Source: an optimization exercise on an open RTL-to-GDS flow (aim: a short achievable clock period and few clock cycles). Production flows keep margins and buffers that such runs may drop.
Function was checked by simulation only, so behaviour that the tests miss may differ from the original.
Power and IR drop assume default switching activity.

## design/flow/flow/run.sh

```bash
#!/bin/bash
set -euo pipefail
bash standard.sh SETUP_SLACK_MARGIN=8 finish > layout.log 2>&1
```

## design/flow/config.mk

```make
export PLATFORM = sky130hd
export DESIGN_NAME = rv32i_cpu_t
export DESIGN_NICKNAME = rv32i_cpu_t
export VERILOG_FILES = /design/flow/design.v
export SDC_FILE = /design/flow/constraint.sdc
export NUM_CORES = 4
export LEC_CHECK = 0
export ABC_CLOCK_PERIOD_IN_PS = 4000
export CAP_MARGIN = 20
export CORE_MARGIN = 2
export CORE_UTILIZATION = 40
export SLEW_MARGIN = 20
```

## design/flow/design.v

```verilog
`default_nettype none
`timescale 1ns / 1ps
module rv32i_cpu_t(
    input wire clk,                    
    input wire reset,                  
    input wire hold,                   
    input wire [31:0] in_data,         
    output wire [3:0] out_write_mask,  
    output wire [31:0] out_mem_addr,   
    output wire [31:0] out_data        
    );
  localparam RESET_VECTOR  = 32'h00010074;
  localparam STACK_POINTER = 32'hffffffff;
  reg [31:0] fpc;       
  reg [31:0] aq;        
  reg        d_valid;
  reg [31:0] d_inst;
  reg [31:0] d_pc;
  reg [31:0] d_pc4;
  reg        e_valid;
  reg [31:0] e_a;       
  reg [31:0] e_b;       
  reg [31:0] e_r2;      
  reg [31:0] e_pre;     
  reg [31:0] e_alt;     
  reg [4:0]  e_rd;
  reg        e_wen;
  reg        e_load;    
  reg        e_store;
  reg        e_br;      
  reg        e_jalr;
  reg        e_inv;     
  reg [2:0]  e_f3;
  reg        e_ceq, e_clt, e_cltu;
  reg        e_sub, e_selpre, e_seladd, e_slt, e_sltu,
             e_xor, e_or, e_and, e_sll, e_sr, e_sra;
  reg        m_valid;
  reg        m_port;    
  reg        m_load;
  reg        m_wen;
  reg [4:0]  m_rd;
  reg [2:0]  m_f3;
  reg [31:0] m_res;
  reg [31:0] m_sd;
  reg [3:0]  m_mask;
  reg        w_wen;
  reg [4:0]  w_rd;
  reg [31:0] w_data;
  assign out_mem_addr   = aq;
  assign out_write_mask = m_mask;
  assign out_data       = m_sd;
  wire [1023:0] xv;
  assign xv[31:0] = 32'd0;
  genvar gi;
  generate
    for (gi = 1; gi < 32; gi = gi + 1) begin : g_rf
      reg [31:0] r;
      always @(posedge clk) begin
        if (reset && gi == 2)
          r <= STACK_POINTER;
        else if (w_wen && w_rd == gi)
          r <= w_data;
      end
      assign xv[gi*32 +: 32] = r;
    end
  endgenerate
  wire [32:0] sum33 = {1'b0, e_a} + {1'b0, e_sub ? ~e_b : e_b} + {32'd0, e_sub};
  wire [31:0] sum   = sum33[31:0];
  wire        eq    = e_a == e_b;
  wire        ltu   = ~sum33[32];
  wire        lts   = (e_a[31] ^ e_b[31]) ? e_a[31] : ltu;
  wire [31:0] sll = e_a << e_b[4:0];
  wire [31:0] sr  = $signed({e_sra & e_a[31], e_a}) >>> e_b[4:0];
  wire [31:0] res = ({32{e_selpre}} & e_pre) |
                    ({32{e_seladd}} & sum) |
                    ({32{e_slt}}    & {31'd0, lts}) |
                    ({32{e_sltu}}   & {31'd0, ltu}) |
                    ({32{e_xor}}    & (e_a ^ e_b)) |
                    ({32{e_or}}     & (e_a | e_b)) |
                    ({32{e_and}}    & (e_a & e_b)) |
                    ({32{e_sll}}    & sll) |
                    ({32{e_sr}}     & sr);
  wire cond = (e_ceq & eq) | (e_clt & lts) | (e_cltu & ltu);
  reg [3:0] smask;
  always @* begin
    case (e_f3[1:0])
      2'd0:    smask = 4'b0001 << sum[1:0];
      2'd1:    smask = sum[0] ? 4'b0000 : sum[1] ? 4'b1100 : 4'b0011;
      default: smask = (sum[1:0] == 2'd0) ? 4'b1111 : 4'b0000;
    endcase
  end
  wire [31:0] sdata = (e_f3[1:0] == 2'd0) ? {4{e_r2[7:0]}} :
                      (e_f3[1:0] == 2'd1) ? {2{e_r2[15:0]}} : e_r2;
  wire e_redirect = e_valid & (e_jalr | (e_br & (cond ^ e_inv)));
  wire [31:0] e_target = e_jalr ? {sum[31:1], 1'b0} : e_alt;
  wire e_port     = e_valid & (e_load | (e_store & (smask != 4'd0)));
  wire [1:0] ma = m_res[1:0];
  wire m_byte = m_f3[1:0] == 2'd0;
  wire m_half = m_f3[1:0] == 2'd1;
  wire m_sgn  = ~m_f3[2];
  wire s_w  = (m_f3 == 3'd2) & (ma == 2'd0);
  wire s_h0 = m_half & (ma == 2'd0);
  wire s_h2 = m_half & (ma == 2'd2);
  wire s_b0 = m_byte & (ma == 2'd0);
  wire s_b1 = m_byte & (ma == 2'd1);
  wire s_b2 = m_byte & (ma == 2'd2);
  wire s_b3 = m_byte & (ma == 2'd3);
  wire [7:0] ld_lo = ({8{s_w | s_h0 | s_b0}} & in_data[7:0]) |
                     ({8{s_h2 | s_b2}}       & in_data[23:16]) |
                     ({8{s_b1}}              & in_data[15:8]) |
                     ({8{s_b3}}              & in_data[31:24]);
  wire sign8  = m_sgn & ((s_b0 & in_data[7]) | (s_b1 & in_data[15]) |
                         (s_b2 & in_data[23]) | (s_b3 & in_data[31]));
  wire sign16 = m_sgn & ((s_h0 & in_data[15]) | (s_h2 & in_data[31]));
  wire [7:0] ld_mid = ({8{s_w | s_h0}} & in_data[15:8]) |
                      ({8{s_h2}}       & in_data[31:24]) |
                      {8{sign8}};
  wire [15:0] ld_hi = ({16{s_w}} & in_data[31:16]) | {16{sign8 | sign16}};
  wire [31:0] ld_val = {ld_hi, ld_mid, ld_lo};
  wire [4:0] d_op  = d_inst[6:2];
  wire [4:0] d_rd  = d_inst[11:7];
  wire [2:0] d_f3  = d_inst[14:12];
  wire [4:0] d_rs1 = d_inst[19:15];
  wire [4:0] d_rs2 = d_inst[24:20];
  wire d_is_load  = d_op == 5'b00000;
  wire d_is_opimm = d_op == 5'b00100;
  wire d_is_auipc = d_op == 5'b00101;
  wire d_is_store = d_op == 5'b01000;
  wire d_is_op    = d_op == 5'b01100;
  wire d_is_lui   = d_op == 5'b01101;
  wire d_is_br    = d_op == 5'b11000;
  wire d_is_jalr  = d_op == 5'b11001;
  wire d_is_jal   = d_op == 5'b11011;
  wire d_alu      = d_is_op | d_is_opimm;
  wire d_rdnz = d_rd != 5'd0;
  wire d_wen  = d_rdnz & (d_is_load | d_is_opimm | d_is_auipc | d_is_op |
                          d_is_lui | d_is_jalr | d_is_jal);
  wire d_use1 = d_is_load | d_is_opimm | d_is_store | d_is_op | d_is_br | d_is_jalr;
  wire d_use2 = d_is_store | d_is_op | d_is_br;
  wire d_selimm = d_is_opimm | d_is_load | d_is_store | d_is_jalr;
  wire d_brv  = d_is_br & (d_f3[2:1] != 2'b01);    
  wire [31:0] d_immi = {{21{d_inst[31]}}, d_inst[30:20]};
  wire [31:0] d_imms = {{21{d_inst[31]}}, d_inst[30:25], d_inst[11:7]};
  wire [31:0] d_immb = {{20{d_inst[31]}}, d_inst[7], d_inst[30:25], d_inst[11:8], 1'b0};
  wire [31:0] d_immu = {d_inst[31:12], 12'b0};
  wire [31:0] d_immj = {{12{d_inst[31]}}, d_inst[19:12], d_inst[20], d_inst[30:21], 1'b0};
  wire [31:0] d_imm  = d_is_store ? d_imms : d_immi;
  wire [31:0] d_toff = d_is_jal ? d_immj : d_is_br ? d_immb : d_immu;
  wire [31:0] d_tgt  = d_pc + d_toff;
  wire d_pred = d_brv & d_inst[31];
  wire d_e1 = e_valid & e_wen & (e_rd == d_rs1);
  wire d_m1 = m_valid & m_wen & (m_rd == d_rs1);
  wire d_w1 = w_wen & (w_rd == d_rs1);
  wire d_e2 = e_valid & e_wen & (e_rd == d_rs2);
  wire d_m2 = m_valid & m_wen & (m_rd == d_rs2);
  wire d_w2 = w_wen & (w_rd == d_rs2);
  wire d_haz = (d_use1 & (d_e1 ? e_load : (d_m1 & m_load))) |
               (d_use2 & (d_e2 ? e_load : (d_m2 & m_load)));
  wire [31:0] o1 = d_m1 ? m_res : d_w1 ? w_data : xv[d_rs1*32 +: 32];
  wire [31:0] o2 = d_m2 ? m_res : d_w2 ? w_data : xv[d_rs2*32 +: 32];
  wire [31:0] a_next  = d_e1 ? res : o1;
  wire [31:0] r2_next = d_e2 ? res : o2;
  wire [31:0] b_next  = d_selimm ? d_imm : r2_next;
  wire d_fire     = d_valid & ~d_haz;
  wire d_redirect = d_fire & ~e_redirect & (d_is_jal | d_pred);
  wire f_fire     = ~m_port & (~d_valid | d_fire);
  wire [31:0] fpc4 = fpc + 32'd4;
  wire [31:0] fpc_next = e_redirect ? e_target :
                         d_redirect ? d_tgt :
                         f_fire     ? fpc4 : fpc;
  always @(posedge clk) begin
    if (reset) begin
      fpc     <= RESET_VECTOR;
      aq      <= RESET_VECTOR;
      d_valid <= 1'b0;
      e_valid <= 1'b0;
      m_valid <= 1'b0;
      m_port  <= 1'b0;
      m_mask  <= 4'd0;
      w_wen   <= 1'b0;
    end else if (!hold) begin
      fpc <= fpc_next;
      aq  <= e_port ? sum : fpc_next;
      if (f_fire) begin
        d_inst <= in_data;
        d_pc   <= fpc;
        d_pc4  <= fpc4;
      end
      d_valid <= f_fire ? ~(e_redirect | d_redirect) :
                 d_fire ? 1'b0 : d_valid & ~e_redirect;
      e_valid  <= d_fire & ~e_redirect;
      e_a      <= a_next;
      e_b      <= b_next;
      e_r2     <= r2_next;
      e_pre    <= d_is_lui ? d_immu : d_is_auipc ? d_tgt : d_pc4;
      e_alt    <= d_pred ? d_pc4 : d_tgt;
      e_rd     <= d_rd;
      e_wen    <= d_wen;
      e_load   <= d_is_load & d_rdnz;
      e_store  <= d_is_store;
      e_br     <= d_brv;
      e_jalr   <= d_is_jalr;
      e_inv    <= d_f3[0] ^ d_pred;
      e_f3     <= d_f3;
      e_ceq    <= d_f3[2:1] == 2'b00;
      e_clt    <= d_f3[2:1] == 2'b10;
      e_cltu   <= d_f3[2:1] == 2'b11;
      e_sub    <= (d_is_op & (d_f3 == 3'd0) & d_inst[30]) |
                  (d_alu & (d_f3[2:1] == 2'b01)) | d_is_br;
      e_selpre <= d_is_lui | d_is_auipc | d_is_jal | d_is_jalr;
      e_seladd <= (d_alu & (d_f3 == 3'd0)) | d_is_load | d_is_store;
      e_slt    <= d_alu & (d_f3 == 3'd2);
      e_sltu   <= d_alu & (d_f3 == 3'd3);
      e_xor    <= d_alu & (d_f3 == 3'd4);
      e_or     <= d_alu & (d_f3 == 3'd6);
      e_and    <= d_alu & (d_f3 == 3'd7);
      e_sll    <= d_alu & (d_f3 == 3'd1);
      e_sr     <= d_alu & (d_f3 == 3'd5);
      e_sra    <= d_inst[30];
      m_valid <= e_valid;
      m_port  <= e_port;
      m_mask  <= (e_valid & e_store) ? smask : 4'd0;
      m_load  <= e_load;
      m_wen   <= e_wen;
      m_rd    <= e_rd;
      m_f3    <= e_f3;
      m_res   <= res;
      m_sd    <= sdata;
      w_wen  <= m_valid & m_wen;
      w_rd   <= m_rd;
      w_data <= m_load ? ld_val : m_res;
    end
  end
endmodule
```

## design/flow/constraint.sdc

```tcl
create_clock -name core_clock -period 12.0 [get_ports {clk}]
set_input_delay 2.4000 -clock core_clock [delete_from_list [all_inputs] [get_ports {clk}]]
set_output_delay 2.4000 -clock core_clock [all_outputs]
set_load 0.01 [all_outputs]
```

## design/flow/standard.sh

```bash
#!/bin/bash
# synth_recipe.tcl (not shown) runs the flow's synth.tcl, then flattens the netlist and writes it again
# the make line also repeats each setting of config.mk as NAME=value (left out here)
make -C /OpenROAD-flow-scripts/flow DESIGN_CONFIG=/design/flow/config.mk WORK_HOME=/design/flow/orfs CLKGATE_MAP_FILE= SYNTH_SCRIPT=/design/flow/synth_recipe.tcl "${@:-finish}"
```

==> results of run 1 <==
-- cell type report --
type / instances / area, sq um
Clock inverter: 102 / 1150
Clock buffer: 190 / 4150
Inverter: 134 / 519
Tap cell: 2511 / 3140
Antenna cell: 3 / 7.51
Multi-Input combinational cell: 3337 / 33700
Timing Repair Buffer: 357 / 3910
Fill cell: 16439 / 101000
Sequential cell: 1456 / 42700
Timing Repair inverter: 1 / 8.76
-- stage by stage --
step / setup WS [ps] / power (mW) / utilization
floorplan: 6400 / 6.64 / -
global placement: 6090 / 7.21 / 0.424
detailed placement: 6040 / 7.21 / 0.424
CTS: 7930 / 12.3 / 0.461
global route: 7790 / 12.7 / 0.469
finish: 7910 / 12.3 / 0.469
-- flip-flops by register name, indices dropped and copies added (netlist names), 5 cells and up --
signal  count
m_sd       32
e_b        32
w_rd        5
e_alt      32
e_rd        5
m_rd        5
w_data     32
g_rf.r    992
d_inst     30
aq         32
e_r2       32
d_pc       30
fpc        32
m_res      32
d_pc4      32
e_pre      32
e_a        32
-- report_power, final --
group | switching (mW) | leakage (nW) | internal [mW]
logic | 0.946 | 14.1 | 0.617
registers | 0.128 | 13.2 | 5.64
clock network | 2.18 | 2.56 | 2.81
total | 3.26 | 29.8 | 9.07
-- layout by cell type (no fill, tap or decap), drive strengths merged, types with 19 or more instances in the layout --
master / n
o21ai: 252
nor2b: 53
ha: 127
nor2: 338
a211o: 44
buf: 239
o22ai: 20
o31ai: 19
nand2b: 20
nor4: 28
a22oi: 38
a211oi: 46
a21oi: 347
xor2: 91
dfxtp: 105
xnor2: 80
edfxtp: 1351
nand2: 394
a21o: 41
nand3: 43
inv: 139
nand4: 23
mux2: 42
a31oi: 29
clkbuf: 193
o211ai: 106
clkinv: 76
a221oi: 27
mux2i: 213
nor3: 51
clkdlybuf4s50: 32
mux4: 636
dlygate4sd2: 66
-- routing by layer --
layer | up-vias | global-route usage | part of all wire
met4 | 2 | 0.155 | 0.065
met2 | 2839 | 0.446 | 0.48
li1 | 21544 | - | -
met1 | 26939 | 0.352 | 0.37
met3 | 652 | 0.0492 | 0.088
met5 | - | 0 | 0.000047
-- final timing paths --
kind	endpoint	from	slack, ps	depth (start not counted)
setup / recovery	aq[26]$_SDFFE_PP0N_	d_inst[5]$_DFFE_PP_	7910	15
hold reg to reg	m_f3[2]$_DFFE_PP_	e_f3[2]$_DFFE_PP_	420	0
hold / removal	m_f3[2]$_DFFE_PP_	e_f3[2]$_DFFE_PP_	420	0
setup reg to reg	aq[26]$_SDFFE_PP0N_	d_inst[5]$_DFFE_PP_	7910	15
-- timing repair --
action                                  CTS  global route
pin swaps                                30            72
endpoints found under the setup margin  635           149
setup buffers                            36            42
gates cloned                             17             4
resized for setup                       310           185
-- critical path: cells and delay by family, from the launching register on --
family                     cells  cell delay (ps)
buffers and inverters          1              150
adders and majority gates      1              310
and+or+nand+nor                3              550
muxes                          1              320
AOI/OAI and AO/OA              9             2230
DFF                            1              430
-- logic make-up (layout without fill, tap and decap cells) --
| logic type | Yosys count | count (layout) |
|---|---|---|
| mux | 891 | 891 |
| buf+inv | 545 | 784 |
| fa+ha+maj | 129 | 129 |
| simple gates | 1028 | 1029 |
| flops | 1456 | 1456 |
| other cells | 0 | 3 |
| compound gates | 1116 | 1117 |
| xor+xnor | 171 | 171 |
==> impl_metrics.tcl, run 1 <==
set metrics [dict create \
    yosys-top-cells-count "edfxtp_1, mux4_2, nand2_1" \
    crit_path_max_incr_delay_ps 430 \
    grt_pass1_wl_um 385000 \
    holdWs_ps 422 \
    ant_nets 0 \
    fp.dieH_um 442 \
    synth_area_per_cell_sq_um 14.4 \
    status "finished clean" \
    synth_mux_area_frac 0.221 \
    synth_area_leaders "edfxtp_1, mux4_2, mux2i_1, dfxtp_1, a21oi_1" \
    netlist-cell-type-count 98 \
    drt_wl_total_um 276000 \
    synth_top_area_share 0.529 \
    cts_max_level 4 \
    slew-limit-headroom 0.225 \
    layout.cells.non_filler 8091 \
    criticalPathCategory "reg -> reg" \
    rsz0062_at_grt "true" \
    cts_buffers 159 \
    cp-end-kind "register" \
    syn-instance-count 5336 \
    cp_data_required_time_ps 12740 \
    min_path_type "reg -> reg" \
    drtIter0Drc 6797 \
    period_share 0.341 \
    synth_top_area_cell "edfxtp_1" \
    worstPathArrival_ps 4830 \
    start_util 0.403 \
    setup_tns_ps 0 \
    cpMostUsedCell "o211a_1" \
    placed_cell_area_sq_um 80600 \
    path_cells "buf_12, and3b_2, and3_4, a22o_2, ha_1, a211o_1, a21oi_4, a2111o_1, nand2_2, o211a_1, o211a_1, mux2_2, a221oi_4, a21oi_1, a21o_1" \
    dp.cells 7680 \
    finalWorstPathRequiredPeriod_ps 4090 \
    tightest_slew_ps 1160 \
    fin_nets 5610 \
    yosys_warnings 1 \
    grt.total_usage 0.276 \
    dp_hpwl_um 170000 \
    io-pin-count 103 \
    cts_sinks 1456 \
    cts_hold_buf 0 \
    fin_skew_ps 41.3 \
    coreArea_sq_um 190000 \
    synth-edff-count 1351 \
    crit_fanout 7 \
    synth_xor_area_frac 0.0195 \
    syn_to_final_growth_pct 16.5 \
    max_cap_violations 0 \
    ys_seq_area_frac 0.557 \
    leakagePower_nw 29.8 \
    vias 51976 \
    drive_above_1_share 0.264 \
    syn_nets 5500 \
    synth_area_sq_um 76700 \
    synth-compound-area-share 0.0933 \
    ir_worst_vdd_mv 0.164 \
    max_freq_ghz 0.245 \
    drv_slew 0 \
    die_area_sq_um 195000 \
    antenna_found_initial 9 \
    startpoint_type "register" \
    cts_root_buffer "clkbuf_16" \
    cp_slowest_cell "edfxtp_1" \
    clk_pin_slew_ps 60 \
    synth.most_common_cell "edfxtp_1" \
    drt-vias-per-instance 6.42 \
    synthSimpleGateAreaFrac 0.0599 \
    cts_tree "done" \
    die_x_um 442 \
    first_pass_iters 6 \
    rows 160 \
    final_area_sq_um 89300 \
    gr-total-overflow 0 \
    grt_start_max_net_pins 76 \
    grt_pass1_vias 50681 \
    setup_viol 0 \
    drc 0 \
    hold_viol 0 \
    clk_latency_ps 840 \
    cts_buffer_depth 3 \
    yosys_register_bits 1456 \
    powerDensity_nw_per_um2 138 \
    async_reset_ff_frac 0 \
    portBuffers 102 \
    synth_fa_ha_area_frac 0.0213 \
    wire_per_inst_um 34.1 \
    synth_top_family_by_area "multiplexers" \
    place.gp.congestion 0.997 \
    synth_ff_type "edfxtp_1" \
]
Testbench counts, summed over its fixed seeds: cycles 255,909.
==> run 2, diff against run 1 <==
==> design/flow/run.sh (new file) <==
#!/bin/bash
# synth_recipe.tcl (not shown) runs the flow's synth.tcl, then flattens the netlist and writes it again
# the make line also repeats each setting of config.mk as NAME=value (left out here)
make -C /OpenROAD-flow-scripts/flow DESIGN_CONFIG=/design/flow/config.mk WORK_HOME=/design/flow/orfs CLKGATE_MAP_FILE= SYNTH_SCRIPT=/design/flow/synth_recipe.tcl finish
removed: design/flow/flow/run.sh
removed: design/flow/standard.sh
==> impl_metrics.tcl, run 2 <==
set metrics [dict create \
    netlist-cell-type-count 98 \
    layout.cells.non_filler 8001 \
    largest-register "g_rf.r" \
    fp.dieH_um 442 \
    startpoint_type "register" \
    io-pin-count 103 \
    dp_hpwl_um 166000 \
    clock_power_share 0.418 \
    cts_buffers 159 \
    powerDensity_nw_per_um2 142 \
    yosys_register_bits 1456 \
    crit_fanout 94 \
    finalWorstPathRequiredPeriod_ps 5610 \
    async_reset_ff_frac 0 \
    cts_resized 0 \
    power_switching_share 0.255 \
    min_path_type "reg -> reg" \
    fillers 16645 \
    cpLargestDelayFamily "buffers and inverters" \
    ir_worst_vdd_mv 0.161 \
    leakagePower_nw 28.6 \
    die_area_sq_um 195000 \
    largest_reg_flops 992 \
    synth_ff_type "edfxtp_1" \
    fin_util 0.454 \
    rows 160 \
    fin_nets 5521 \
    diodes 0 \
    drtIter0Drc 6797 \
    max_freq_ghz 0.178 \
    path_cells "buf_4, buf_12, buf_4, mux4_2, mux4_2, mux2i_1, o211ai_1, o211ai_1, o21ai_0" \
    drt_wl_total_um 265000 \
    r2r_end "e_a[17]$_DFFE_PP_" \
    max_cap_violations 0 \
    die_x_um 442 \
    synth_area_sq_um 76700 \
    yosys-top-cells-count "edfxtp_1, mux4_2, nand2_1" \
    antenna_found_initial 4 \
    cp_slowest_cell "edfxtp_1" \
    synth_area_leaders "edfxtp_1, mux4_2, mux2i_1, dfxtp_1, a21oi_1" \
    rrSetupSlack_ps 6390 \
    status "finished clean" \
    drv_slew 0 \
    cts_root_buffer "clkbuf_16" \
    synth_area_per_cell_sq_um 14.4 \
    syn-instance-count 5336 \
    p_sw_mw 3.13 \
    drc 0 \
    rsz0062_at_grt "false" \
    ys_seq_area_frac 0.557 \
    final_cell_mix "edfxtp_1, mux4_2, nand2_1" \
    gr-total-overflow 0 \
    cts_tree "done" \
    setup_tns_ps 0 \
    r2r_start "d_inst[15]$_DFFE_PP_" \
    start_util 0.403 \
    yosys_warnings 1 \
    period_share 0.467 \
    cp-end-kind "register" \
    dp.cells 7688 \
    syn_nets 5500 \
    synth_top_area_cell "edfxtp_1" \
    clk_pin_slew_ps 60 \
    path_depth 9 \
    fin_skew_ps 36.2 \
    comb_power_share 0.112 \
    cts_hold_buf 0 \
    setup_viol 0 \
    grt_pass1_vias 50267 \
    worstRegToRegCells 9 \
    grt.total_usage 0.269 \
    power_mw 12.3 \
    tightest_slew_ps 1250 \
    cellInternalPower_mw 9.13 \
    coreArea_sq_um 190000 \
    ant_nets 0 \
    synth_top_area_share 0.529 \
    startpoint "d_inst[15]$_DFFE_PP_" \
    cts_sinks 1456 \
    hold_viol 0 \
    synth-edff-count 1351 \
    drive_above_1_share 0.214 \
    clk_latency_ps 840 \
    wire_per_inst_um 33.2 \
    cp_data_required_time_ps 12530 \
    synth.most_common_cell "edfxtp_1" \
    drt-vias-per-instance 6.36 \
    grt_pass1_wl_um 377000 \
    worstPathArrival_ps 6130 \
    cts_setup_buffers 0 \
    criticalPathCategory "reg -> reg" \
    cts_max_level 4 \
    seqPwrFrac 0.470 \
    syn_to_final_growth_pct 12.7 \
    portBuffers 102 \
    slew-limit-headroom 0.155 \
    crit_path_max_incr_delay_ps 1030 \
    place.gp.congestion 0.984 \
    grt_start_max_net_pins 162 \
    vias 50874 \
    endpoint "e_a[17]$_DFFE_PP_" \
    first_pass_iters 6 \
    crit_buf_inv 3 \
    final_common_cell "edfxtp_1" \
    cts_buffer_depth 3 \
]
run 2: cell count changes in the layout (fill, tap and decap cells not counted), moves of 19 or more:
cell	previous run	this run
ha_1	104	127
buf_4	176	144
mux2i_1	193	213
o21ai_0	213	249
clkdlybuf4s50_1	32	100
o21ai_2	21	0
a21oi_1	326	345
dlygate4sd2_1	66	0
run 2: per-stage QoR:
stage          hold slack [ps]  setup slack (ps)  cell area [sq um]
2_1_floorplan              400              1930              76700
3_3_place_gp               411              6440              80600
3_5_place_dp               405              6380              80700
4_1_cts                    449              6350              86100
5_1_grt                    476              6000              86400
6_report                   445              6390              86400
run 2: cell families after synthesis:
| logic type | synth area share |
|---|---|
| compound gates | 0.0933 |
| xor+xnor | 0.0195 |
| fa+ha+maj | 0.0213 |
| buf+inv | 0.0284 |
| flops | 0.557 |
| mux | 0.221 |
| simple gates | 0.0599 |
run 2: power groups by stage:
stage	Sequential, mW	Clock, mW	Combinational, mW
2_1_floorplan	5.83	0	0.825
3_3_place_gp	5.88	0	1.32
3_5_place_dp	5.88	0	1.32
4_1_cts	5.78	5.18	1.33
5_1_grt	5.76	5.39	1.45
6_report	5.76	5.12	1.38
run 2: layout make-up:
type / instances / area, sq um / area share
Clock inverter: 100 / 1230 / 0.0143
Inverter: 134 / 510 / 0.00591
Multi-Input combinational cell: 3335 / 32100 / 0.372
Clock buffer: 194 / 4180 / 0.0484
Timing Repair Buffer: 271 / 2530 / 0.0293
Sequential cell: 1456 / 42700 / 0.494
Tap cell: 2511 / 3140 / 0.0364
run 2: per-layer routing:
layer,track usage,up-vias,part of all wire
met5,0,-,0
met4,0.137,0,0.058
met3,0.0437,534,0.085
met2,0.433,2652,0.47
met1,0.353,26336,0.38
li1,-,21352,-
run 2: worst min-delay path by stage:
stage / startpoint / cells after the start / to
detailed placement: e_f3[2]$_DFFE_PP_ / 0 / m_f3[2]$_DFFE_PP_
CTS: e_f3[2]$_DFFE_PP_ / 0 / m_f3[2]$_DFFE_PP_
floorplan: e_f3[2]$_DFFE_PP_ / 0 / m_f3[2]$_DFFE_PP_
global placement: e_f3[2]$_DFFE_PP_ / 0 / m_f3[2]$_DFFE_PP_
global route: e_f3[2]$_DFFE_PP_ / 0 / m_f3[2]$_DFFE_PP_
finish: e_f3[2]$_DFFE_PP_ / 0 / m_f3[2]$_DFFE_PP_
==> run 3, diff against run 2 <==
--- a/design/flow/design.v
+++ b/design/flow/design.v
@@ -19,2 +19,5 @@
   reg [31:0] d_pc4;
+  reg        d_bp;      
+  reg [7:0]  d_bpsel;   
+  reg [31:0] d_bptgt;   
   reg        e_valid;
@@ -32,2 +35,8 @@
   reg        e_inv;     
+  reg [31:0] e_pc;
+  reg [31:0] e_btgt;    
+  reg        e_jal;
+  reg        e_bp;
+  reg [7:0]  e_bpsel;
+  reg [31:0] e_v0, e_v1;  
   reg [2:0]  e_f3;
@@ -45,2 +54,11 @@
   reg [3:0]  m_mask;
+  reg [29:0] m_pc;
+  reg        m_ctl;     
+  reg        m_taken;
+  reg [29:0] m_tgt;
+  reg        m_bp;
+  reg [7:0]  m_bpsel;
+  reg        u_alloc, u_fix, u_clear;
+  reg [7:0]  u_sel;
+  reg [29:0] u_tag, u_tgt;
   reg        w_wen;
@@ -66,6 +84,44 @@
   endgenerate
-  wire [32:0] sum33 = {1'b0, e_a} + {1'b0, e_sub ? ~e_b : e_b} + {32'd0, e_sub};
-  wire [31:0] sum   = sum33[31:0];
+  reg [7:0]  bt_v;
+  reg [29:0] bt_tag [0:7];
+  reg [29:0] bt_tgt [0:7];
+  reg [2:0]  bt_rr;
+  wire [7:0] bt_hit;
+  reg  [29:0] bt_htgt;
+  integer bi;
+  genvar gb;
+  generate
+    for (gb = 0; gb < 8; gb = gb + 1) begin : g_bt
+      assign bt_hit[gb] = bt_v[gb] & (bt_tag[gb] == fpc[31:2]);
+    end
+  endgenerate
+  always @* begin
+    bt_htgt = 30'd0;
+    for (bi = 0; bi < 8; bi = bi + 1)
+      bt_htgt = bt_htgt | ({30{bt_hit[bi]}} & bt_tgt[bi]);
+  end
+  wire bt_any = |bt_hit;
+  wire [7:0] bt_rrsel = 8'd1 << bt_rr;
+  always @(posedge clk) begin
+    if (reset) begin
+      bt_v  <= 8'd0;
+      bt_rr <= 3'd0;
+    end else begin
+      for (bi = 0; bi < 8; bi = bi + 1) begin
+        if ((u_alloc && bt_rrsel[bi]) || (u_fix && u_sel[bi])) begin
+          bt_v[bi]   <= 1'b1;
+          bt_tag[bi] <= u_tag;
+          bt_tgt[bi] <= u_tgt;
+        end else if (u_clear && u_sel[bi]) begin
+          bt_v[bi]   <= 1'b0;
+        end
+      end
+      if (u_alloc) bt_rr <= bt_rr + 3'd1;
+    end
+  end
+  wire [31:0] sum   = e_a + e_b;
+  wire [32:0] dif33 = {1'b0, e_a} + {1'b0, ~e_b} + 33'd1;
+  wire [31:0] dif   = dif33[31:0];
   wire        eq    = e_a == e_b;
-  wire        ltu   = ~sum33[32];
+  wire        ltu   = ~dif33[32];
   wire        lts   = (e_a[31] ^ e_b[31]) ? e_a[31] : ltu;
@@ -75,2 +131,3 @@
                     ({32{e_seladd}} & sum) |
+                    ({32{e_sub}}    & dif) |
                     ({32{e_slt}}    & {31'd0, lts}) |
@@ -93,5 +150,7 @@
                       (e_f3[1:0] == 2'd1) ? {2{e_r2[15:0]}} : e_r2;
-  wire e_redirect = e_valid & (e_jalr | (e_br & (cond ^ e_inv)));
+  wire e_jok      = e_bp & ((e_a == e_v0) | (e_a == e_v1));
+  wire e_redirect = e_valid & ((e_jalr & ~e_jok) | (e_br & (cond ^ e_inv)));
+  wire e_taken    = e_jal | e_jalr | (e_br & (cond ^ e_f3[0]));
   wire [31:0] e_target = e_jalr ? {sum[31:1], 1'b0} : e_alt;
-  wire e_port     = e_valid & (e_load | (e_store & (smask != 4'd0)));
+  wire e_port     = e_valid & (e_load | e_store);
   wire [1:0] ma = m_res[1:0];
@@ -147,5 +206,10 @@
   wire [31:0] d_imm  = d_is_store ? d_imms : d_immi;
-  wire [31:0] d_toff = d_is_jal ? d_immj : d_is_br ? d_immb : d_immu;
-  wire [31:0] d_tgt  = d_pc + d_toff;
-  wire d_pred = d_brv & d_inst[31];
+  wire [31:0] d_tj   = d_pc + d_immj;
+  wire [31:0] d_tb   = d_pc + d_immb;
+  wire [31:0] d_tu   = d_pc + d_immu;
+  wire [31:0] d_tgt  = ({32{d_is_jal}} & d_tj) | ({32{~d_is_jal}} & d_tb);
+  wire d_spred = d_brv & d_inst[31] & ~d_bp;
+  wire d_pred  = d_spred | d_bp;
+  wire [31:0] d_v0 = d_bptgt - d_immi;
+  wire [31:0] d_v1 = {d_bptgt[31:1], 1'b1} - d_immi;
   wire d_e1 = e_valid & e_wen & (e_rd == d_rs1);
@@ -164,3 +228,3 @@
   wire d_fire     = d_valid & ~d_haz;
-  wire d_redirect = d_fire & ~e_redirect & (d_is_jal | d_pred);
+  wire d_redirect = d_fire & ~e_redirect & ~d_bp & (d_is_jal | d_spred);
   wire f_fire     = ~m_port & (~d_valid | d_fire);
@@ -169,3 +233,3 @@
                          d_redirect ? d_tgt :
-                         f_fire     ? fpc4 : fpc;
+                         f_fire     ? (bt_any ? {bt_htgt, 2'b00} : fpc4) : fpc;
   always @(posedge clk) begin
@@ -180,5 +244,26 @@
       w_wen   <= 1'b0;
-    end else if (!hold) begin
-      fpc <= fpc_next;
-      aq  <= e_port ? sum : fpc_next;
+      u_alloc <= 1'b0;
+      u_fix   <= 1'b0;
+      u_clear <= 1'b0;
+    end else if (hold) begin
+      u_alloc <= 1'b0;
+      u_fix   <= 1'b0;
+      u_clear <= 1'b0;
+    end else begin
+      fpc     <= fpc_next;
+      aq      <= e_port ? sum : fpc_next;
+      d_valid <= f_fire ? ~(e_redirect | d_redirect) :
+                 d_fire ? 1'b0 : d_valid & ~e_redirect;
+      e_valid <= d_fire & ~e_redirect;
+      m_valid <= e_valid;
+      m_port  <= e_port;
+      m_mask  <= (e_valid & e_store) ? smask : 4'd0;
+      w_wen   <= m_valid & m_wen;
+      u_alloc <= m_valid & m_ctl & m_taken & ~m_bp;
+      u_fix   <= m_valid & m_ctl & m_taken & m_bp;
+      u_clear <= m_valid & m_ctl & ~m_taken & m_bp;
+    end
+  end
+  always @(posedge clk) begin
+    if (!hold) begin
       if (f_fire) begin
@@ -187,6 +272,6 @@
         d_pc4  <= fpc4;
+        d_bp    <= bt_any;
+        d_bpsel <= bt_hit;
+        d_bptgt <= {bt_htgt, 2'b00};
       end
-      d_valid <= f_fire ? ~(e_redirect | d_redirect) :
-                 d_fire ? 1'b0 : d_valid & ~e_redirect;
-      e_valid  <= d_fire & ~e_redirect;
       e_a      <= a_next;
@@ -194,3 +279,4 @@
       e_r2     <= r2_next;
-      e_pre    <= d_is_lui ? d_immu : d_is_auipc ? d_tgt : d_pc4;
+      e_pre    <= ({32{d_is_lui}} & d_immu) | ({32{d_is_auipc}} & d_tu) |
+                  ({32{~d_is_lui & ~d_is_auipc}} & d_pc4);
       e_alt    <= d_pred ? d_pc4 : d_tgt;
@@ -203,2 +289,9 @@
       e_inv    <= d_f3[0] ^ d_pred;
+      e_pc     <= d_pc;
+      e_btgt   <= d_tgt;
+      e_jal    <= d_is_jal;
+      e_bp     <= d_bp;
+      e_bpsel  <= d_bpsel;
+      e_v0     <= d_v0;
+      e_v1     <= d_v1;
       e_f3     <= d_f3;
@@ -207,6 +300,5 @@
       e_cltu   <= d_f3[2:1] == 2'b11;
-      e_sub    <= (d_is_op & (d_f3 == 3'd0) & d_inst[30]) |
-                  (d_alu & (d_f3[2:1] == 2'b01)) | d_is_br;
+      e_sub    <= d_is_op & (d_f3 == 3'd0) & d_inst[30];
       e_selpre <= d_is_lui | d_is_auipc | d_is_jal | d_is_jalr;
-      e_seladd <= (d_alu & (d_f3 == 3'd0)) | d_is_load | d_is_store;
+      e_seladd <= (d_alu & (d_f3 == 3'd0) & ~(d_is_op & d_inst[30])) | d_is_load | d_is_store;
       e_slt    <= d_alu & (d_f3 == 3'd2);
@@ -219,5 +311,2 @@
       e_sra    <= d_inst[30];
-      m_valid <= e_valid;
-      m_port  <= e_port;
-      m_mask  <= (e_valid & e_store) ? smask : 4'd0;
       m_load  <= e_load;
@@ -228,3 +317,11 @@
       m_sd    <= sdata;
-      w_wen  <= m_valid & m_wen;
+      m_pc    <= e_pc[31:2];
+      m_ctl   <= e_valid & (e_br | e_jal | e_jalr);
+      m_taken <= e_taken;
+      m_tgt   <= e_jalr ? sum[31:2] : e_btgt[31:2];
+      m_bp    <= e_bp;
+      m_bpsel <= e_bpsel;
+      u_sel   <= m_bpsel;
+      u_tag   <= m_pc;
+      u_tgt   <= m_tgt;
       w_rd   <= m_rd;
==> design/flow/flow/run.sh (new file) <==
#!/bin/bash
set -euo pipefail
bash standard.sh SETUP_SLACK_MARGIN=9 "BUFFER_PORTS_ARGS=-buffer_cell sky130_fd_sc_hd__buf_4" finish > layout.log 2>&1
==> design/flow/standard.sh (new file) <==
#!/bin/bash
# synth_recipe.tcl (not shown) runs the flow's synth.tcl, then flattens the netlist and writes it again
# the make line also repeats each setting of config.mk as NAME=value (left out here)
make -C /OpenROAD-flow-scripts/flow DESIGN_CONFIG=/design/flow/config.mk WORK_HOME=/design/flow/orfs CLKGATE_MAP_FILE= SYNTH_SCRIPT=/design/flow/synth_recipe.tcl "${@:-finish}"
removed: design/flow/run.sh
==> impl_metrics.tcl, run 3 <==
set metrics [dict create \
    wire_per_inst_um 35.9 \
    cts_tree "done" \
    synth_area_leaders "edfxtp_1, mux4_2, xnor2_1, mux2i_1, a21oi_1" \
    ir_worst_vdd_mv 0.148 \
    synth_mux_area_frac 0.155 \
    max_freq_ghz 0.241 \
    drtIter0Drc 12187 \
    clk_latency_ps 950 \
    rsz0062_at_grt "true" \
    clk_pin_slew_ps 70 \
    setup_viol 0 \
    finalWorstPathRequiredPeriod_ps 4150 \
    fin_skew_ps 90.8 \
    worstPathArrival_ps 4820 \
    cts_hold_buf 0 \
    final_cell_mix "edfxtp_1, mux4_2, nand2_1" \
    fillers 22748 \
    synth_ff_type "edfxtp_1" \
    fin_nets 8778 \
    grt_pass1_wl_um 610000 \
    yosys_register_bits 2262 \
    synth_top_family_by_area "multiplexers" \
    portBuffers 102 \
    criticalPathCategory "reg -> reg" \
    synth_top_area_cell "edfxtp_1" \
    cp_data_required_time_ps 12660 \
    grt.total_usage 0.305 \
    fin_util 0.509 \
    final_common_cell "edfxtp_1" \
    grt_start_max_net_pins 133 \
    drc 0 \
    period_share 0.346 \
    ys_seq_area_frac 0.599 \
    slew-limit-headroom 0.102 \
    die_area_sq_um 283000 \
    fp.dieH_um 532 \
    worstRegToRegCells 16 \
    leakagePower_nw 48.5 \
    placed_cell_area_sq_um 117000 \
    cpMostUsedCell "buf_6" \
    drt-vias-per-instance 6.44 \
    synth_area_per_cell_sq_um 14.2 \
    vias 80279 \
    max_cap_violations 0 \
    drt_wl_total_um 447000 \
    synth_top_area_share 0.577 \
    final_area_sq_um 141000 \
    cp-end-kind "register" \
    cp_slowest_cell "or4_4" \
    first_pass_iters 9 \
    syn_nets 8067 \
    powerDensity_nw_per_um2 148 \
    syn-instance-count 7837 \
    largest-register "g_rf.r" \
    cts_buffer_depth 4 \
    cts_buffers 241 \
    io-pin-count 103 \
    multiInputGateArea_sq_um 47700 \
    status "finished clean" \
    synth.most_common_cell "edfxtp_1" \
    tightest_slew_ps 1340 \
    antenna_found_initial 22 \
    async_reset_ff_frac 0 \
    coreArea_sq_um 277000 \
    cts_root_buffer "clkbuf_16" \
    yosys-top-cells-count "edfxtp_1, mux4_2, nand2_1" \
    drive_above_1_share 0.341 \
    place.gp.congestion 0.988 \
    hold_viol 0 \
    hold_depth 0 \
    netlist-cell-type-count 94 \
    synth_fa_ha_area_frac 0.0223 \
    startpoint_type "register" \
    power_mw 20.9 \
    gr-total-overflow 0 \
    cts_sinks 2262 \
    syn_to_final_growth_pct 26.4 \
    min_path_type "reg -> reg" \
    dp_slack_ps 6230 \
    crit_path_max_incr_delay_ps 580 \
    crit_fanout 5 \
    worst_slack_ps 7850 \
    synth_area_sq_um 111000 \
    cts_max_level 4 \
    dp_hpwl_um 258000 \
    synth-edff-count 2143 \
    synth_xor_area_frac 0.0400 \
    start_util 0.403 \
    regArea_sq_um 66900 \
    synthSimpleGateAreaFrac 0.0633 \
    yosys_warnings 3 \
    rows 193 \
    die_x_um 532 \
    largest_reg_flops 992 \
    setup_tns_ps 0 \
    synth-compound-area-share 0.0933 \
    path_cells "inv_2, ha_4, or4_4, nor3_4, o211a_4, o311ai_4, buf_6, a21boi_4, nor3_4, buf_6, buf_6, o31a_1, a221o_1, a21oi_2, mux2i_1, mux2_2" \
    ant_nets 0 \
    grt_pass1_vias 76631 \
    drv_slew 0 \
]
## run 3: cell types whose count changed after synthesis, moves of 92 or more
cell	before	now
edfxtp_1	1351	2143
xnor2_1	80	323
nand2_1	393	574
a21oi_1	346	479
nor2_1	338	454
clkbuf_1	279	393
xor2_1	91	186
o21ai_0	250	342
## run 3: cells by family after synthesis
| family | Yosys count |
|---|---|
| AOI/OAI and AO/OA | 1602 |
| xor gates and xnor gates | 509 |
| adders and majority gates | 195 |
| buffers and inverters | 784 |
| DFF | 2262 |
| muxes | 939 |
| and+or+nand+nor | 1546 |
## run 3: cell type report
type                    instances  area share
flip-flops and latches       2262       0.475
repair buffers               1027      0.0908
repair inverters                4    0.000506
clock inverters               131     0.00899
clock buffers                 311      0.0463
multi-input cells            4796       0.339
inverters                     216     0.00681
well taps                    3705      0.0329
diodes                         12    0.000213
## run 3: power by group
group / internal, mW / switching [mW] / leakage, nW
clock: 4.26 / 3.23 / 3.82
combinational: 1.72 / 2.38 / 23.8
sequential: 8.98 / 0.282 / 20.8
total: 15.0 / 5.89 / 48.5
## run 3: repair_timing
item,4_1_cts,5_1_grt
resized for setup,1328,525
endpoints found under the setup margin,1720,821
gates cloned,105,6
pin swaps,209,237
buffers inserted,417,190
endpoints found under the hold margin,0,0
## run 3: worst max-delay path: cells and delay by family (launching register included)
kind,cells,cell delay [ps]
compound gates,6,1320
mux,2,380
buf+inv,4,530
flops,1,540
simple gates,3,870
fa+ha+maj,1,270
## run 3: through the flow
step | hold slack (ps) | instances
floorplan | 400 | 7837
global placement | 402 | 11272
detailed placement | 405 | 11274
CTS | 396 | 12238
global route | 409 | 12455
finish | 382 | 12464
## run 3: worst paths after layout
check                                         from                  to  slack, ps
worst max-delay path             e_b[11]$_DFFE_PN_   e_b[20]$_DFFE_PN_       7850
worst min-delay path            e_pc[20]$_DFFE_PN_  m_pc[18]$_DFFE_PN_        380
worst max register to register   e_b[11]$_DFFE_PN_   e_b[20]$_DFFE_PN_       7850
worst min register to register  e_pc[20]$_DFFE_PN_  m_pc[18]$_DFFE_PN_        380
## run 3: routing by layer
layer	routed length, um	track usage	vias up
met2	199000	0.462	5699
met5	59	0	-
met4	33300	0.185	8
met3	52300	0.0686	1229
li1	-	-	32275
met1	163000	0.400	41068
Testbench counts of run 3, summed over its fixed seeds: cycles 235,509.
==> run 4, diff against run 3 <==
--- a/design/flow/design.v
+++ b/design/flow/design.v
@@ -22,2 +22,3 @@
   reg [31:0] d_bptgt;   
+  reg        d_fill;    
   reg        e_valid;
@@ -28,2 +29,3 @@
   reg [31:0] e_alt;     
+  reg [31:0] e_alt4;    
   reg [4:0]  e_rd;
@@ -121,2 +123,36 @@
   end
+  reg [24:0] ic_tag [0:7];
+  reg [3:0]  ic_v   [0:7];
+  reg [31:0] ic_d   [0:31];
+  wire [2:0] ic_li  = fpc[6:4];
+  wire [1:0] ic_wi  = fpc[3:2];
+  wire [7:0] ic_teq;
+  wire [7:0] ic_vw;
+  genvar gc;
+  generate
+    for (gc = 0; gc < 8; gc = gc + 1) begin : g_ict
+      assign ic_teq[gc] = ic_tag[gc] == fpc[31:7];
+      assign ic_vw[gc]  = ic_v[gc][ic_wi];
+    end
+  endgenerate
+  wire       ic_hit = ic_teq[ic_li] & ic_vw[ic_li];
+  wire [31:0] ic_q  = ic_d[fpc[6:2]];
+  wire [2:0] fl_li  = d_pc[6:4];
+  wire [1:0] fl_wi  = d_pc[3:2];
+  wire       fl_same = ic_tag[fl_li] == d_pc[31:7];
+  integer ci;
+  always @(posedge clk) begin
+    if (reset) begin
+      for (ci = 0; ci < 8; ci = ci + 1) ic_v[ci] <= 4'd0;
+    end else if (d_fill) begin
+      ic_v[fl_li]   <= (fl_same ? ic_v[fl_li] : 4'd0) | (4'd1 << fl_wi);
+      ic_tag[fl_li] <= d_pc[31:7];
+      ic_d[d_pc[6:2]] <= d_inst;
+    end
+  end
+  wire [2:0] al_li  = e_alt[6:4];
+  wire [1:0] al_wi  = e_alt[3:2];
+  wire       al_hit = ic_v[al_li][al_wi] & (ic_tag[al_li] == e_alt[31:7]);
+  wire [31:0] al_q  = ic_d[e_alt[6:2]];
+  wire       e_altok = e_br & al_hit;
   wire [31:0] sum   = e_a + e_b;
@@ -229,5 +265,6 @@
   wire d_redirect = d_fire & ~e_redirect & ~d_bp & (d_is_jal | d_spred);
-  wire f_fire     = ~m_port & (~d_valid | d_fire);
+  wire f_fire     = (ic_hit | ~m_port) & (~d_valid | d_fire);
   wire [31:0] fpc4 = fpc + 32'd4;
-  wire [31:0] fpc_next = e_redirect ? e_target :
+  wire e_fast = e_redirect & e_altok;
+  wire [31:0] fpc_next = e_redirect ? (e_altok ? e_alt4 : e_target) :
                          d_redirect ? d_tgt :
@@ -243,3 +280,5 @@
       m_mask  <= 4'd0;
+      m_sd    <= 32'd0;    
       w_wen   <= 1'b0;
+      d_fill  <= 1'b0;
       u_alloc <= 1'b0;
@@ -254,4 +293,4 @@
       aq      <= e_port ? sum : fpc_next;
-      d_valid <= f_fire ? ~(e_redirect | d_redirect) :
-                 d_fire ? 1'b0 : d_valid & ~e_redirect;
+      d_valid <= e_fast | (f_fire ? ~(e_redirect | d_redirect) :
+                           d_fire ? 1'b0 : d_valid & ~e_redirect);
       e_valid <= d_fire & ~e_redirect;
@@ -260,3 +299,5 @@
       m_mask  <= (e_valid & e_store) ? smask : 4'd0;
+      m_sd    <= sdata;
       w_wen   <= m_valid & m_wen;
+      d_fill  <= f_fire & ~ic_hit;
       u_alloc <= m_valid & m_ctl & m_taken & ~m_bp;
@@ -268,4 +309,9 @@
     if (!hold) begin
-      if (f_fire) begin
-        d_inst <= in_data;
+      if (e_fast) begin
+        d_inst  <= al_q;
+        d_pc    <= e_alt;
+        d_pc4   <= e_alt4;
+        d_bp    <= 1'b0;
+      end else if (f_fire) begin
+        d_inst <= ic_hit ? ic_q : in_data;
         d_pc   <= fpc;
@@ -282,2 +328,3 @@
       e_alt    <= d_pred ? d_pc4 : d_tgt;
+      e_alt4   <= d_pred ? d_pc4 + 32'd4 : d_pc4 + d_immb;
       e_rd     <= d_rd;
@@ -316,3 +363,2 @@
       m_res   <= res;
-      m_sd    <= sdata;
       m_pc    <= e_pc[31:2];
==> impl_metrics.tcl, run 4 <==
set metrics [dict create \
    criticalPathCategory "reg -> reg" \
    drv_slew 0 \
    wire_per_inst_um 40.0 \
    synth-edff-count 3337 \
    placed_cell_area_sq_um 183000 \
    finalWorstPathRequiredPeriod_ps 4420 \
    r2r_end "d_inst[3]$_DFFE_PP_" \
    cts_tree "done" \
    slew-limit-headroom 0.201 \
    p_sw_mw 10.3 \
    dp.cells 16829 \
    grt.total_usage 0.328 \
    cts_buffer_depth 4 \
    synth.most_common_cell "edfxtp_1" \
    drt_wl_total_um 758000 \
    rows 242 \
    drc 0 \
    synth_area_leaders "edfxtp_1, mux4_2, xnor2_1, mux2i_1, dfxtp_1" \
    final_cell_mix "edfxtp_1, mux4_2, buf_4" \
    final_area_sq_um 227000 \
    cpMostUsedCell "buf_12" \
    power_switching_share 0.297 \
    max_freq_ghz 0.226 \
    hold_viol 0 \
    endpoint "d_inst[3]$_DFFE_PP_" \
    path_cells "inv_2, ha_4, inv_2, fa_2, nor3b_4, o31a_1, buf_4, o41a_1, o211ai_1, a41oi_2, mux2i_2, a31o_4, buf_12, nand2_8, a21oi_4, buf_12, buf_12, buf_12, buf_16" \
    fin_skew_ps 90.6 \
    drtIter0Drc 18130 \
    setup_viol 0 \
    setup_tns_ps 0 \
    clk_latency_ps 1030 \
    fin_nets 13131 \
    worstPathArrival_ps 5100 \
    synth_area_per_cell_sq_um 15.2 \
    powerDensity_nw_per_um2 153 \
    drive_above_1_share 0.412 \
    drt-vias-per-instance 6.59 \
    vias 124968 \
    cp-end-kind "register" \
    die_area_sq_um 443000 \
    crit_fanout 7 \
    grt_pass1_wl_um 1010000 \
    cts_buffers 387 \
    clk_pin_slew_ps 60 \
    grt_start_max_net_pins 84 \
    antenna_found_initial 55 \
    holdWs_ps 417 \
    io-pin-count 103 \
    crit_buf_inv 8 \
    tightest_slew_ps 1200 \
    syn_nets 11746 \
    clock_power_share 0.348 \
    rrSetupSlack_ps 7580 \
    cts_root_buffer "clkbuf_16" \
    fillers 34581 \
    synth_top_area_share 0.573 \
    worstRegToRegCells 19 \
    layout.cells.non_filler 18953 \
    startpoint "e_a[0]$_DFFE_PN_" \
    seqPwrFrac 0.415 \
    status "finished clean" \
    syn-instance-count 11484 \
    comb_power_share 0.237 \
    yosys_register_bits 3502 \
    min_from "m_pc[14]$_DFFE_PN_" \
    synth_area_sq_um 175000 \
    r2r_start "e_a[0]$_DFFE_PN_" \
    coreArea_sq_um 435000 \
    rsz0062_at_grt "true" \
    cts_sinks 3502 \
    grt_pass1_vias 120291 \
    portBuffers 102 \
    period_share 0.368 \
    largest-register "g_rf.r" \
    dp_hpwl_um 422000 \
    cp_data_required_time_ps 12680 \
    largest_reg_flops 992 \
    async_reset_ff_frac 0 \
    first_pass_iters 8 \
    start_util 0.402 \
    fp.dieH_um 665 \
    cellInternalPower_mw 24.3 \
    cpLargestDelayFamily "compound AO/OA/AOI/OAI gates" \
    final_common_cell "edfxtp_1" \
    netlist-cell-type-count 87 \
    startpoint_type "register" \
    synth_ff_type "edfxtp_1" \
    cts_max_level 5 \
    max_cap_violations 0 \
    min_path_type "reg -> reg" \
    cts_hold_buf 0 \
    synth_top_area_cell "edfxtp_1" \
    leakagePower_nw 76.8 \
    yosys-top-cells-count "edfxtp_1, mux4_2, nand2_1" \
    yosys_warnings 3 \
    ys_seq_area_frac 0.592 \
    syn_to_final_growth_pct 29.7 \
    path_depth 19 \
    cp_slowest_cell "edfxtp_1" \
    gr-total-overflow 0 \
    ir_worst_vdd_mv 0.135 \
    ant_nets 0 \
    die_x_um 665 \
    crit_path_max_incr_delay_ps 430 \
    place.gp.congestion 0.969 \
]
## run 4: cell count changes after synthesis, moves of 58 or more
cell / before / now
a21oi_1: 479 / 537
clkbuf_1: 393 / 584
edfxtp_1: 2143 / 3337
mux2i_1: 258 / 350
mux4_2: 622 / 1353
nand2_1: 574 / 797
nand4_1: 84 / 182
nor2_1: 454 / 610
o21ai_0: 342 / 474
xnor2_1: 323 / 513
xor2_1: 186 / 287
## run 4: cell type report
cell class                      count  area (sq um)  area share
Antenna cell                       27          67.6    0.000298
Clock buffer                      482         10300      0.0452
Clock inverter                    230          2320      0.0102
Inverter                          243          1060     0.00469
Multi-Input combinational cell   6922         77700       0.342
Sequential cell                  3502        104000       0.457
Tap cell                         5734          7170      0.0316
Timing Repair Buffer             1808         24500       0.108
Timing Repair inverter              5          42.5    0.000187
## run 4: how the worst min path moves through the flow
stage,slack [ps],endpoint,cells after the start
finish,420,u_tag[14]$_DFFE_PN_,0
global route,420,u_tag[26]$_DFFE_PN_,0
CTS,410,u_tgt[13]$_DFFE_PN_,0
detailed placement,400,m_pc[12]$_DFFE_PN_,0
global placement,400,e_bpsel[2]$_DFFE_PN_,0
floorplan,400,e_bpsel[0]$_DFFE_PN_,0
## run 4: layer usage
layer | wire length [um] | track usage | up-vias | share of wire
met5 | 231 | 0 | - | 0.00030
met4 | 61800 | 0.208 | 34 | 0.082
met3 | 91000 | 0.0813 | 2201 | 0.12
met2 | 335000 | 0.497 | 8907 | 0.44
met1 | 270000 | 0.423 | 64996 | 0.36
li1 | - | - | 48830 | -
## run 4: through the flow
step	power, mW	setup WS (ps)	util
final	34.6	7580	0.522
after global routing	35.4	7550	0.521
after CTS	33.8	7740	0.502
after detailed placement	20.2	5600	0.421
after global placement	20.2	5610	0.421
after floorplan	17.8	6950	-
## run 4: worst register-to-register path, cell delays in order (launching register included)
cell and delay, ps:
edfxtp_1 430, inv_2 110, ha_4 140, inv_2 40, fa_2 360, nor3b_4 170, o31a_1 280, buf_4 150
o41a_1 380, o211ai_1 280, a41oi_2 230, mux2i_2 300, a31o_4 160, buf_12 150, nand2_8 100, a21oi_4 200
buf_12 140, buf_12 160, buf_12 130, buf_16 160
## run 4: timing repair
item / in CTS / in global routing
setup endpoints to repair: 3041 / 2095
setup buffers: 780 / 343
cloned: 187 / 54
gates resized for setup: 2525 / 949
pin swaps: 531 / 433
## run 4: logic make-up (layout without fill, tap and decap cells)
family / count (synthesis) / count (layout) / synth area share
DFF: 3502 / 3502 / 0.592
and+or+nand+nor: 2164 / 2192 / 0.0568
AOI/OAI and AO/OA: 1884 / 1885 / 0.0688
muxes: 1818 / 1818 / 0.202
buffers and inverters: 1089 / 2768 / 0.0246
xor gates and xnor gates: 800 / 800 / 0.0401
adders and majority gates: 227 / 227 / 0.0165
other: 0 / 27 / 0
## run 4: power by group through the flow
stage | sequential, mW | combinational [mW] | clock [mW]
after CTS | 14.4 | 7.35 | 12.1
after floorplan | 14.4 | 3.47 | 0
after global placement | 14.7 | 5.46 | 0
after detailed placement | 14.7 | 5.45 | 0
after global routing | 14.4 | 8.41 | 12.6
final | 14.4 | 8.19 | 12.1
Testbench counts of run 4, summed over its fixed seeds: cycles 206,256.
==> run 5, diff against run 4 <==
--- a/design/flow/design.v
+++ b/design/flow/design.v
@@ -154,3 +154,11 @@
   wire [1:0] al_wi  = e_alt[3:2];
-  wire       al_hit = ic_v[al_li][al_wi] & (ic_tag[al_li] == e_alt[31:7]);
+  wire [7:0] al_teq;
+  wire [7:0] al_vw;
+  generate
+    for (gc = 0; gc < 8; gc = gc + 1) begin : g_alt
+      assign al_teq[gc] = ic_tag[gc] == e_alt[31:7];
+      assign al_vw[gc]  = ic_v[gc][al_wi];
+    end
+  endgenerate
+  wire       al_hit = al_teq[al_li] & al_vw[al_li];
   wire [31:0] al_q  = ic_d[e_alt[6:2]];
@@ -158,6 +166,6 @@
   wire [31:0] sum   = e_a + e_b;
-  wire [32:0] dif33 = {1'b0, e_a} + {1'b0, ~e_b} + 33'd1;
+  wire [32:0] dif33 = {1'b0, e_a} - {1'b0, e_b};
   wire [31:0] dif   = dif33[31:0];
   wire        eq    = e_a == e_b;
-  wire        ltu   = ~dif33[32];
+  wire        ltu   = dif33[32];
   wire        lts   = (e_a[31] ^ e_b[31]) ? e_a[31] : ltu;
@@ -260,5 +268,27 @@
   wire [31:0] o2 = d_m2 ? m_res : d_w2 ? w_data : xv[d_rs2*32 +: 32];
-  wire [31:0] a_next  = d_e1 ? res : o1;
-  wire [31:0] r2_next = d_e2 ? res : o2;
-  wire [31:0] b_next  = d_selimm ? d_imm : r2_next;
+  wire [31:0] v_pre = e_pre;
+  wire [31:0] v_slt = {31'd0, lts};
+  wire [31:0] v_sltu = {31'd0, ltu};
+  wire [31:0] v_xor = e_a ^ e_b;
+  wire [31:0] v_or  = e_a | e_b;
+  wire [31:0] v_and = e_a & e_b;
+  wire fb = d_e2 & ~d_selimm;
+  wire [31:0] a_next  = ({32{d_e1 & e_selpre}} & v_pre) | ({32{d_e1 & e_seladd}} & sum) |
+                        ({32{d_e1 & e_sub}} & dif) | ({32{d_e1 & e_slt}} & v_slt) |
+                        ({32{d_e1 & e_sltu}} & v_sltu) | ({32{d_e1 & e_xor}} & v_xor) |
+                        ({32{d_e1 & e_or}} & v_or) | ({32{d_e1 & e_and}} & v_and) |
+                        ({32{d_e1 & e_sll}} & sll) | ({32{d_e1 & e_sr}} & sr) |
+                        ({32{~d_e1}} & o1);
+  wire [31:0] r2_next = ({32{d_e2 & e_selpre}} & v_pre) | ({32{d_e2 & e_seladd}} & sum) |
+                        ({32{d_e2 & e_sub}} & dif) | ({32{d_e2 & e_slt}} & v_slt) |
+                        ({32{d_e2 & e_sltu}} & v_sltu) | ({32{d_e2 & e_xor}} & v_xor) |
+                        ({32{d_e2 & e_or}} & v_or) | ({32{d_e2 & e_and}} & v_and) |
+                        ({32{d_e2 & e_sll}} & sll) | ({32{d_e2 & e_sr}} & sr) |
+                        ({32{~d_e2}} & o2);
+  wire [31:0] b_next  = ({32{fb & e_selpre}} & v_pre) | ({32{fb & e_seladd}} & sum) |
+                        ({32{fb & e_sub}} & dif) | ({32{fb & e_slt}} & v_slt) |
+                        ({32{fb & e_sltu}} & v_sltu) | ({32{fb & e_xor}} & v_xor) |
+                        ({32{fb & e_or}} & v_or) | ({32{fb & e_and}} & v_and) |
+                        ({32{fb & e_sll}} & sll) | ({32{fb & e_sr}} & sr) |
+                        ({32{~fb}} & (d_selimm ? d_imm : o2));
   wire d_fire     = d_valid & ~d_haz;
==> design/flow/flow/run.sh (replaced) <==
#!/bin/bash
set -euo pipefail
bash standard.sh SETUP_SLACK_MARGIN=8.5 "BUFFER_PORTS_ARGS=-buffer_cell sky130_fd_sc_hd__buf_4" finish > layout.log 2>&1
==> impl_metrics.tcl, run 5 <==
set metrics [dict create \
    finalWorstPathRequiredPeriod_ps 4250 \
    dp_hpwl_um 407000 \
    coreArea_sq_um 437000 \
    path_cells "buf_4, xor2_1, nor4_4, nand4_1, a221o_1, nand2_1, a32o_1, buf_6, o31ai_4, buf_12, buf_6, a21oi_4, buf_6, buf_12, buf_12, buf_16" \
    drc 0 \
    ant_nets 0 \
    largest-register "g_rf.r" \
    cpLargestDelayFamily "buffers and inverters" \
    drv_slew 0 \
    io-pin-count 103 \
    yosys_warnings 3 \
    cts_buffer_depth 4 \
    synth_area_sq_um 175000 \
    cp-end-kind "register" \
    criticalPathCategory "reg -> reg" \
    tightest_slew_ps 1280 \
    cts_tree "done" \
    ys_seq_area_frac 0.591 \
    yosys_register_bits 3502 \
    fp.dieH_um 666 \
    syn-instance-count 11554 \
    syn_to_final_growth_pct 23.0 \
    synth_top_area_share 0.572 \
    seqPwrFrac 0.433 \
    wire_per_inst_um 38.3 \
    drtIter0Drc 17590 \
    async_reset_ff_frac 0 \
    final_common_cell "edfxtp_1" \
    largest_reg_flops 992 \
    clk_latency_ps 1040 \
    grt_pass1_wl_um 963000 \
    slew-limit-headroom 0.145 \
    final_cell_mix "edfxtp_1, mux4_2, buf_4" \
    start_util 0.401 \
    drt-vias-per-instance 6.55 \
    crit_fanout 9 \
    max_freq_ghz 0.235 \
    grt_start_max_net_pins 162 \
    ir_worst_vdd_mv 0.143 \
    min_path_type "reg -> reg" \
    drt_wl_total_um 711000 \
    synth.most_common_cell "edfxtp_1" \
    status "finished clean" \
    synth-edff-count 3337 \
    yosys-top-cells-count "edfxtp_1, mux4_2, nand2_1" \
    place.gp.congestion 0.997 \
    cts_max_level 5 \
    cellInternalPower_mw 23.5 \
    leakagePower_nw 72.7 \
    die_area_sq_um 443000 \
    comb_power_share 0.211 \
    antenna_found_initial 51 \
    cp_data_required_time_ps 12660 \
    vias 121479 \
    final_area_sq_um 215000 \
    p_sw_mw 9.60 \
    powerDensity_nw_per_um2 154 \
    worstPathArrival_ps 4910 \
    synth_top_area_cell "edfxtp_1" \
    clk_pin_slew_ps 70 \
    cp_slowest_cell "nor4_4" \
    grt_pass1_vias 117981 \
    syn_nets 11816 \
    fin_util 0.493 \
    cts_buffers 378 \
    clock_power_share 0.356 \
    startpoint_type "register" \
    hold_viol 0 \
    grt.total_usage 0.311 \
    netlist-cell-type-count 99 \
    max_cap_violations 0 \
    drive_above_1_share 0.338 \
    setup_tns_ps 0 \
    cts_hold_buf 0 \
    fin_nets 12696 \
    power_switching_share 0.290 \
    rsz0062_at_grt "true" \
    rows 243 \
    die_x_um 666 \
    synth_area_per_cell_sq_um 15.2 \
    crit_path_max_incr_delay_ps 480 \
    placed_cell_area_sq_um 183000 \
    cts_sinks 3502 \
    fin_skew_ps 94.8 \
    portBuffers 102 \
    cts_root_buffer "clkbuf_16" \
    first_pass_iters 9 \
    synth_area_leaders "edfxtp_1, mux4_2, xnor2_1, xor2_1, mux2i_1" \
    period_share 0.354 \
    crit_buf_inv 8 \
    setup_viol 0 \
    synth_ff_type "edfxtp_1" \
    gr-total-overflow 0 \
]
-- run 5: logic make-up (layout without fill, tap and decap cells) --
logic type | after synthesis | in the layout | share of synthesized area
AO/OA/AOI/OAI | 1885 | 1885 | 0.0691
flip-flops | 3502 | 3502 | 0.591
multiplexers | 1706 | 1706 | 0.191
adder cells (fa/ha/maj) | 227 | 227 | 0.0165
other | 0 | 30 | 0
XOR/XNOR | 993 | 993 | 0.0497
buffers and inverters | 1083 | 2279 | 0.0259
AND/OR/NAND/NOR | 2158 | 2159 | 0.0565
-- run 5: power groups by stage --
stage	Sequential [mW]	Combinational [mW]	Clock (mW)
6_report	14.3	6.97	11.8
2_1_floorplan	14.3	3.30	0
4_1_cts	14.3	6.26	11.8
3_3_place_gp	14.6	5.13	0
5_1_grt	14.3	7.16	12.3
3_5_place_dp	14.7	5.13	0
-- run 5: path summary, 6_finish.rpt --
check | to | slack, ps | start | depth (start not counted)
max | d_inst[31]$_DFFE_PP_ | 7750 | e_alt[18]$_DFFE_PN_ | 16
min | m_pc[17]$_DFFE_PN_ | 380 | e_pc[19]$_DFFE_PN_ | 0
max reg2reg | d_inst[31]$_DFFE_PP_ | 7750 | e_alt[18]$_DFFE_PN_ | 16
min reg2reg | m_pc[17]$_DFFE_PN_ | 380 | e_pc[19]$_DFFE_PN_ | 0
-- run 5: repair_timing --
| action | CTS | global route |
|---|---|---|
| endpoints found under the setup margin | 2145 | 860 |
| gates cloned | 125 | 20 |
| pin swaps | 287 | 262 |
| gates resized for setup | 1580 | 671 |
| buffers inserted | 501 | 197 |
-- run 5: area by class of cell --
type | count | area [sq um]
inverter | 239 | 1000
clock buffer | 484 | 10200
timing repair buffer | 1340 | 17400
sequential | 3502 | 104000
multi-input combinational | 6970 | 73600
timing repair inverter | 3 | 32.5
antenna | 30 | 75.1
tap | 5757 | 7200
clock inverter | 213 | 2060
fill | 36011 | 222000
-- run 5: layer usage --
| layer | track usage | share of wire |
|---|---|---|
| met1 | 0.395 | 0.36 |
| met2 | 0.473 | 0.44 |
| met3 | 0.0915 | 0.12 |
| met4 | 0.188 | 0.077 |
| met5 | 0.000109 | 0.00057 |
-- run 5: worst reg2reg max path, cell delays in order (launching register included) --
cell and delay (ps):
edfxtp_1 430, buf_4 250, xor2_1 300, nor4_4 480
nand4_1 370, a221o_1 420, nand2_1 110, a32o_1 200
buf_6 200, o31ai_4 110, buf_12 150, buf_6 120
a21oi_4 160, buf_6 130, buf_12 180, buf_12 140
buf_16 170
-- run 5: metrics by stage --
stage | power (mW) | std cells | hold slack (ps) | worst slack (ps)
global placement | 19.8 | 16951 | 400 | 6100
detailed placement | 19.8 | 16952 | 405 | 6150
finish | 33.1 | 18538 | 382 | 7750
global route | 33.8 | 18511 | 411 | 7820
floorplan | 17.6 | 11554 | 400 | 7100
CTS | 32.4 | 18275 | 414 | 7920
Testbench counts of run 5, summed over its fixed seeds: cycles 206,256.

-- port drivers added, routing unchanged --
The flow's constraints put no driver on any port. The routed layouts listed below were extracted and timed again, unchanged, in two steps.
Step 1 (the two cells are an assumption about what drives the block):
set clk [get_ports {clk}]
set_driving_cell -lib_cell sky130_fd_sc_hd__clkbuf_16 $clk
set_driving_cell -lib_cell sky130_fd_sc_hd__buf_2 [delete_from_list [all_inputs] $clk]
Step 2 adds t to the input delays and takes it off the output delays; t is the mean of the earliest and latest rising clock arrival at the registers after step 1. Input paths then give back, and output paths get back, about the clock's delay inside the block.
Three values: ideal ports, drivers, drivers and shift; two values: the first two.
run | t, ns | setup WS [ns] | hold slack, ns | latest minus earliest clock arrival (ns) | worst register clock-pin slew, ns
run 1 | 0.915 | 7.912 / 7.912 / 7.106 | 0.422 / 0.422 / 0.422 | 0.054 / 0.053 | 0.07 / 0.07
run 2 | 0.905 | 6.394 / 6.394 / 6.332 | 0.445 / 0.445 / 0.445 | 0.038 / 0.037 | 0.07 / 0.07
run 3 | 0.999 | 7.848 / 7.848 / 7.754 | 0.382 / 0.382 / 0.382 | 0.123 / 0.123 | 0.08 / 0.08
run 4 | 1.094 | 7.582 / 7.582 / 6.991 | 0.417 / 0.417 / 0.417 | 0.098 / 0.098 | 0.08 / 0.08
run 5 | 1.113 | 7.748 / 7.748 / 7.301 | 0.382 / 0.382 / 0.382 | 0.102 / 0.102 | 0.07 / 0.07
After both steps every run listed still meets setup and hold. For run 1, which loses most, drivers alone change the setup slack by 0.000 ns; drivers and shift together by -0.806 ns.
